From an optimization exercise on the open Yosys and OpenROAD flow, aimed at small area; shortcuts taken in it are not production practice.
Only simulation tests tie the RTL to the original design; equivalence was not proved.
Power figures rest on the tool's default switching activity, not on a simulated workload.

==> build 52 <==
Design audio_generator_12b_unsigned, start of the top module:
module audio_generator_12b_unsigned (Clock, nStart, Select, Out);
==> flow/config.mk <==
export PLATFORM = sky130hd
export DESIGN_NAME = audio_generator_12b_unsigned
export DESIGN_NICKNAME = audio_generator_12b_unsigned
export VERILOG_FILES = /design/flow/design.v
export SDC_FILE = /design/flow/constraint.sdc
export NUM_CORES = 8
export LEC_CHECK = 0
export ABC_AREA = 1
export CAP_MARGIN = 20
export CORE_MARGIN = 2
export CORE_UTILIZATION = 40
export SLEW_MARGIN = 20
==> flow/constraint.sdc <==
create_clock -name core_clock -period 20.0 [get_ports {Clock}]
set_input_delay 4.0000 -clock core_clock [delete_from_list [all_inputs] [get_ports {Clock}]]
set_output_delay 4.0000 -clock core_clock [all_outputs]
set_load 0.01 [all_outputs]
standard.sh (not shown) runs the stock make flow with config.mk's settings and CLKGATE_MAP_FILE= SYNTH_SCRIPT=/design/flow/synth_recipe.tcl, a recipe that flattens the netlist after the stock synthesis.
==> flow/flow/run.sh <==
#!/bin/bash
# Own layout flow: the standard ORFS flow (standard.sh) with these changes.
# Synthesis (a copy of ORFS's synth.tcl, edited below):
#  - the mixer's full adders, module mix_fa in the RTL, are kept as a
#    hierarchy level and each instance becomes one sky130 fa_1 cell
#    (mix_fa has the fa_1 port names and function); Yosys's extract_fa is
#    not run;
#  - ABC maps the rest with the area-oriented script flow/abc_area.script.
#  Registers, flattening and renaming are as in the standard synthesis.
# Layout: the make variable assignments in flow/extra_args.txt (one per
# line) are passed to the standard flow (CTS and port buffer arguments).
# Each tool's output goes to orfs/logs as in the standard flow; make's
# output goes to flow_make.log here.
set -euo pipefail
W=$(pwd)
F=$W/flow
sed -e 's|^\(hierarchy -check -top \$::env(DESIGN_NAME)\)$|\1\nsetattr -mod -set keep_hierarchy 1 mix_fa|' \
    -e 's|^\( *\)extract_fa {\*}\[dont_use_extract_fa_args\]|\1chtype -map mix_fa sky130_fd_sc_hd__fa_1\n\1delete mix_fa|' \
    -e "s|^\( *\)log_cmd abc {\*}\$abc_args|\1log_cmd abc {*}[lreplace \$abc_args 1 1 $F/abc_area.script]|" \
    "$FLOW_HOME/scripts/synth.tcl" > "$W/synth_area.tcl"
grep -q "keep_hierarchy 1 mix_fa" "$W/synth_area.tcl"
grep -q "chtype -map mix_fa sky130_fd_sc_hd__fa_1" "$W/synth_area.tcl"
grep -q "abc_area.script" "$W/synth_area.tcl"
sed -e "s|source \$::env(SCRIPTS_DIR)/synth.tcl|source $W/synth_area.tcl|" "$W/synth_recipe.tcl" > "$W/synth_recipe_area.tcl"
grep -q "synth_area.tcl" "$W/synth_recipe_area.tcl"
sed -e "s|SYNTH_SCRIPT=[^ ]*|SYNTH_SCRIPT=$W/synth_recipe_area.tcl|" "$W/standard.sh" > "$W/standard_area.sh"
grep -q "synth_recipe_area.tcl" "$W/standard_area.sh"
ARGS=()
if [[ -f "$F/extra_args.txt" ]]; then
  while IFS= read -r line; do
    [[ -z "$line" || "$line" == \#* ]] && continue
    ARGS+=("$line")
  done < "$F/extra_args.txt"
fi
bash "$W/standard_area.sh" "${ARGS[@]}" finish > "$W/flow_make.log" 2>&1
==> flow/flow/abc_area.script <==
strash; dch; amap -m -C 2000 -F 3 -A 8; topo
==> flow/flow/extra_args.txt <==
CTS_ARGS=-sink_clustering_enable -repair_clock_nets -dont_use_dummy_load -buf_list sky130_fd_sc_hd__clkbuf_4 -sink_clustering_size 14 -sink_clustering_max_diameter 40
BUFFER_PORTS_ARGS=-buffer_cell sky130_fd_sc_hd__buf_1
==> build 38 (differences from build 52) <==
==> flow/flow/abc_area.script (replaced) <==
strash; dch; amap -m; topo
==> flow/flow/extra_args.txt (replaced) <==
CTS_ARGS=-sink_clustering_enable -repair_clock_nets -dont_use_dummy_load -buf_list sky130_fd_sc_hd__clkbuf_4 -sink_clustering_size 10 -sink_clustering_max_diameter 35
BUFFER_PORTS_ARGS=-buffer_cell sky130_fd_sc_hd__buf_1
==> build 93 (differences from build 52) <==
==> flow/flow/extra_args.txt (replaced) <==
CTS_ARGS=-sink_clustering_enable -repair_clock_nets -dont_use_dummy_load -buf_list sky130_fd_sc_hd__clkbuf_4
BUFFER_PORTS_ARGS=-buffer_cell sky130_fd_sc_hd__buf_1
==> qor summary <==
|  | build 52 | build 93 | build 38 |
|---|---|---|---|
| WL/cell | 16.3 um | 16.3 um | 16.4 um |
| Global routing usage on met2 | 36.5% | 36.7% | 36.6% |
| Multi-input combinational cell area | 0.0152 mm2 | 0.0152 mm2 | 0.0154 mm2 |
| Non-clock buffering overhead | 1.00% | 0.993% | 0.967% |
| Post-layout worst setup margin | 6930 ps | 7080 ps | 7120 ps |
| H-tree depth | 2 | 3 | 2 |
| Multiplexer share of the synthesized area | 0.0452% | 0.0452% | 0% |
| Status | no timing/DRC/antenna violations | no timing/DRC/antenna violations | no timing/DRC/antenna violations |
| Total placed cells including tap cells | 4005 | 4005 | 4007 |
| DRT met1 WL | 29.1 mm | 29.6 mm | 29.6 mm |
| Routing usage on met1 | 31.7% | 31.9% | 31.4% |
| Worst path required time | 20590 ps | 20650 ps | 20620 ps |
| # nets final | 3496 | 3521 | 3503 |

========
==> job 7807 <==
audio_generator_12b_unsigned, a different RTL version from the one above (not shown whole).
clock: 20.0 ns
lec_check: 0
abc_area: 1
cap_margin: 10
core_margin: 2
core_utilization: 60
slew_margin: 10
==> flow/flow/abc_area.script <==
strash; dch; amap -m -C 2000 -F 3 -A 8; topo
==> flow/flow/extra_args.txt <==
CTS_ARGS=-sink_clustering_enable -repair_clock_nets -dont_use_dummy_load -buf_list sky130_fd_sc_hd__clkbuf_2 -root_buf sky130_fd_sc_hd__clkbuf_4 -tree_buf sky130_fd_sc_hd__clkbuf_4 -sink_clustering_size 5 -sink_clustering_max_diameter 20
BUFFER_PORTS_ARGS=-buffer_cell sky130_fd_sc_hd__buf_1
Scripts as last shown in full above: flow/flow/run.sh
==> job 7073 (differences from job 7807) <==
==> flow/flow/extra_args.txt (replaced) <==
CTS_ARGS=-sink_clustering_enable -repair_clock_nets -dont_use_dummy_load -buf_list sky130_fd_sc_hd__clkbuf_4 -sink_clustering_size 10 -sink_clustering_max_diameter 35
BUFFER_PORTS_ARGS=-buffer_cell sky130_fd_sc_hd__buf_1
GPL_TIMING_DRIVEN = 0   (was default)
==> job 3968 (differences from job 7807) <==
==> flow/flow/extra_args.txt (replaced) <==
CTS_ARGS=-sink_clustering_enable -repair_clock_nets -dont_use_dummy_load -buf_list sky130_fd_sc_hd__clkbuf_4 -sink_clustering_size 10 -sink_clustering_max_diameter 35
BUFFER_PORTS_ARGS=-buffer_cell sky130_fd_sc_hd__buf_1
==> job 7184 (differences from job 7807) <==
==> flow/flow/extra_args.txt (replaced) <==
CTS_ARGS=-sink_clustering_enable -repair_clock_nets -dont_use_dummy_load -buf_list sky130_fd_sc_hd__clkbuf_4 -sink_clustering_size 12 -sink_clustering_max_diameter 30
BUFFER_PORTS_ARGS=-buffer_cell sky130_fd_sc_hd__buf_1
==> results.json <==
{
  "initialDrtViolationCount": 3779,
  "nets": 3504,
  "grt_pass1_wl_mm": 118,
  "layout_common_cells": "nor2_1 (795), clkinv_1 (444), nand2_1 (318), a21oi_1 (282), o21ai_0 (262)",
  "status": "no timing/DRC/antenna violations",
  "cts-buffers-inserted": 86,
  "r2r_slack_ps": 9580,
  "grt_antenna_before_repair": 3,
  "max_freq_mhz": 75.1
}
The numbers above come from job 7807.

==> results.json <==
{
  "status": "no timing/DRC/antenna violations",
  "r2r_slack_ps": 9640,
  "cts-buffers-inserted": 49,
  "initialDrtViolationCount": 3423,
  "nets": 3467
}
The numbers above come from job 3968.

==> results.json <==
{
  "cts-buffers-inserted": 50,
  "max_freq_mhz": 72.2,
  "nets": 3465,
  "layout_common_cells": "nor2_1 (795), clkinv_1 (444), nand2_1 (318), a21oi_1 (282)",
  "grt_antenna_before_repair": 4,
  "status": "no timing/DRC/antenna violations",
  "grt_pass1_wl_mm": 114,
  "p_clk_share_pct": 18.2,
  "r2r_slack_ps": 8990
}
The numbers above come from job 7073.

==> results.json <==
{
  "status": "no timing/DRC/antenna violations",
  "layout_common_cells": "nor2_1 (795), clkinv_1 (444), nand2_1 (318), a21oi_1 (282), o21ai_0 (262)",
  "nets": 3474,
  "grt_antenna_before_repair": 2,
  "r2r_slack_ps": 9670,
  "initialDrtViolationCount": 3365
}
The numbers above come from job 7184.


========
==> inputs of run a <==
Another version of the RTL of audio_generator_12b_unsigned (not shown whole).
clock: 20.0 ns
lec_check: 0
abc_area: 1
cap_margin: 20
core_margin: 2
core_utilization: 40
slew_margin: 20
==> flow/flow/run.sh <==
#!/bin/bash
# Own layout flow: the standard ORFS flow (standard.sh) with these changes:
# - synthesis: ABC maps the logic with an area-oriented script
#   (flow/abc_area_nf.script) and Yosys extracts only full adders (no half
#   adders) before ABC; registers, flattening and renaming are unchanged;
# - CTS and port buffering use the arguments in flow/extra_args.txt (one
#   make variable assignment per line, e.g. smaller clock buffers).
# Each tool's output goes to orfs/logs as in the standard flow; make's own
# output goes to flow_make.log here.
set -euo pipefail
W=$(pwd)
F=$W/flow
sed -e 's|^\( *\)extract_fa {\*}\[dont_use_extract_fa_args\]|\1extract_fa -fa|' \
    -e "s|^\( *\)log_cmd abc {\*}\$abc_args|\1log_cmd abc {*}[lreplace \$abc_args 1 1 $F/abc_area_nf.script]|" \
    "$FLOW_HOME/scripts/synth.tcl" > "$W/synth_area.tcl"
grep -q "extract_fa -fa" "$W/synth_area.tcl"
grep -q "abc_area_nf.script" "$W/synth_area.tcl"
sed -e "s|source \$::env(SCRIPTS_DIR)/synth.tcl|source $W/synth_area.tcl|" "$W/synth_recipe.tcl" > "$W/synth_recipe_area.tcl"
grep -q "synth_area.tcl" "$W/synth_recipe_area.tcl"
sed -e "s|SYNTH_SCRIPT=[^ ]*|SYNTH_SCRIPT=$W/synth_recipe_area.tcl|" "$W/standard.sh" > "$W/standard_area.sh"
grep -q "synth_recipe_area.tcl" "$W/standard_area.sh"
ARGS=()
if [[ -f "$F/extra_args.txt" ]]; then
  while IFS= read -r line; do
    [[ -z "$line" || "$line" == \#* ]] && continue
    ARGS+=("$line")
  done < "$F/extra_args.txt"
fi
bash "$W/standard_area.sh" "${ARGS[@]}" finish > "$W/flow_make.log" 2>&1
==> flow/flow/abc_area_nf.script <==
strash; &get -n; &dch; &nf -R 1000; &put; topo
==> flow/flow/extra_args.txt <==
CTS_ARGS=-sink_clustering_enable -repair_clock_nets -dont_use_dummy_load -buf_list sky130_fd_sc_hd__clkbuf_4 -sink_clustering_size 10 -sink_clustering_max_diameter 35
BUFFER_PORTS_ARGS=-buffer_cell sky130_fd_sc_hd__buf_1
==> inputs of run b, as changes to run a <==
==> flow/run.sh (new file) <==
#!/bin/bash
# synth_recipe.tcl (not shown) runs the flow's synth.tcl, then flattens the netlist and writes it again
# the make line also repeats each setting of config.mk as NAME=value (left out here)
make -C /OpenROAD-flow-scripts/flow DESIGN_CONFIG=/design/flow/config.mk WORK_HOME=/design/flow/orfs CLKGATE_MAP_FILE= SYNTH_SCRIPT=/design/flow/synth_recipe.tcl finish
- CTS_BUF_LIST: not set -> sky130_fd_sc_hd__clkbuf_4
removed: flow/flow/run.sh
removed: flow/flow/abc_area_nf.script
removed: flow/flow/extra_args.txt
removed: flow/standard.sh
==> notes <==
- Sequential power is about the same in run a and run b.
- Against run b, the die area of run a is lower by about 16%.
- Between run b and run a, the lower clock skew is in run b (gap 0.013 ns).
- Global-route usage: run b is lower than run a (1.8 points).
- Against run a, the combinational power of run b is smaller by 4.3%.
- In run b the area after synthesis is larger than in run a, by 19%.
- Against run a, the total power of run b is larger by about 10%.
- Utilization: run b is higher than run a (0.065 points).
- Of run b and run a, run a has the higher first-iteration DRC count (gap 24%, measured against run a).
- In run a the non-clock buffer count is higher than in run b, by 10.

## separate check: timing with driven ports
In the flow no input, the clock included, has a driving cell. The finished layouts below were timed again as built, in two steps.
Step 1, drivers: a clkbuf_16 drives Clock and a buf_2 each remaining input, both assumed.
Step 2 adds t to the input delays and takes it off the output delays; t is the mean of the earliest and latest rising clock arrival at the registers after step 1. Input paths then give back, and output paths get back, about the clock's delay inside the block.
a / b / c = ideal ports / drivers / drivers and shift; a / b = the first two.
run | shift t [ns] | setup WS [ns] | clock arrival spread, ns | pins driven straight from the clock port
build 52 | 0.806 | 6.935 / 6.959 / 6.153 | 0.150 / 0.151 | 1
build 38 | 0.810 | 7.123 / 7.151 / 6.341 | 0.106 / 0.106 | 1
build 93 | 0.819 | 7.080 / 7.100 / 6.282 | 0.093 / 0.093 | 1
job 7807 | 0.795 | 6.690 / 6.720 / 5.925 | 0.117 / 0.117 | 1
job 7073 | 0.827 | 6.145 / 6.175 / 5.348 | 0.150 / 0.149 | 1
job 3968 | 0.837 | 6.747 / 6.780 / 5.943 | 0.134 / 0.134 | 1
job 7184 | 0.865 | 6.853 / 6.885 / 6.021 | 0.171 / 0.171 | 1
run a | 0.812 | 7.051 / 7.044 / 6.232 | 0.151 / 0.150 | 1
run b | 0.911 | 7.667 / 7.700 / 6.789 | 0.122 / 0.122 | 1
After both steps setup and hold are still met in every run listed. The setup slack of run b, which loses most, moves by +0.033 ns with the drivers and by -0.878 ns with both steps.
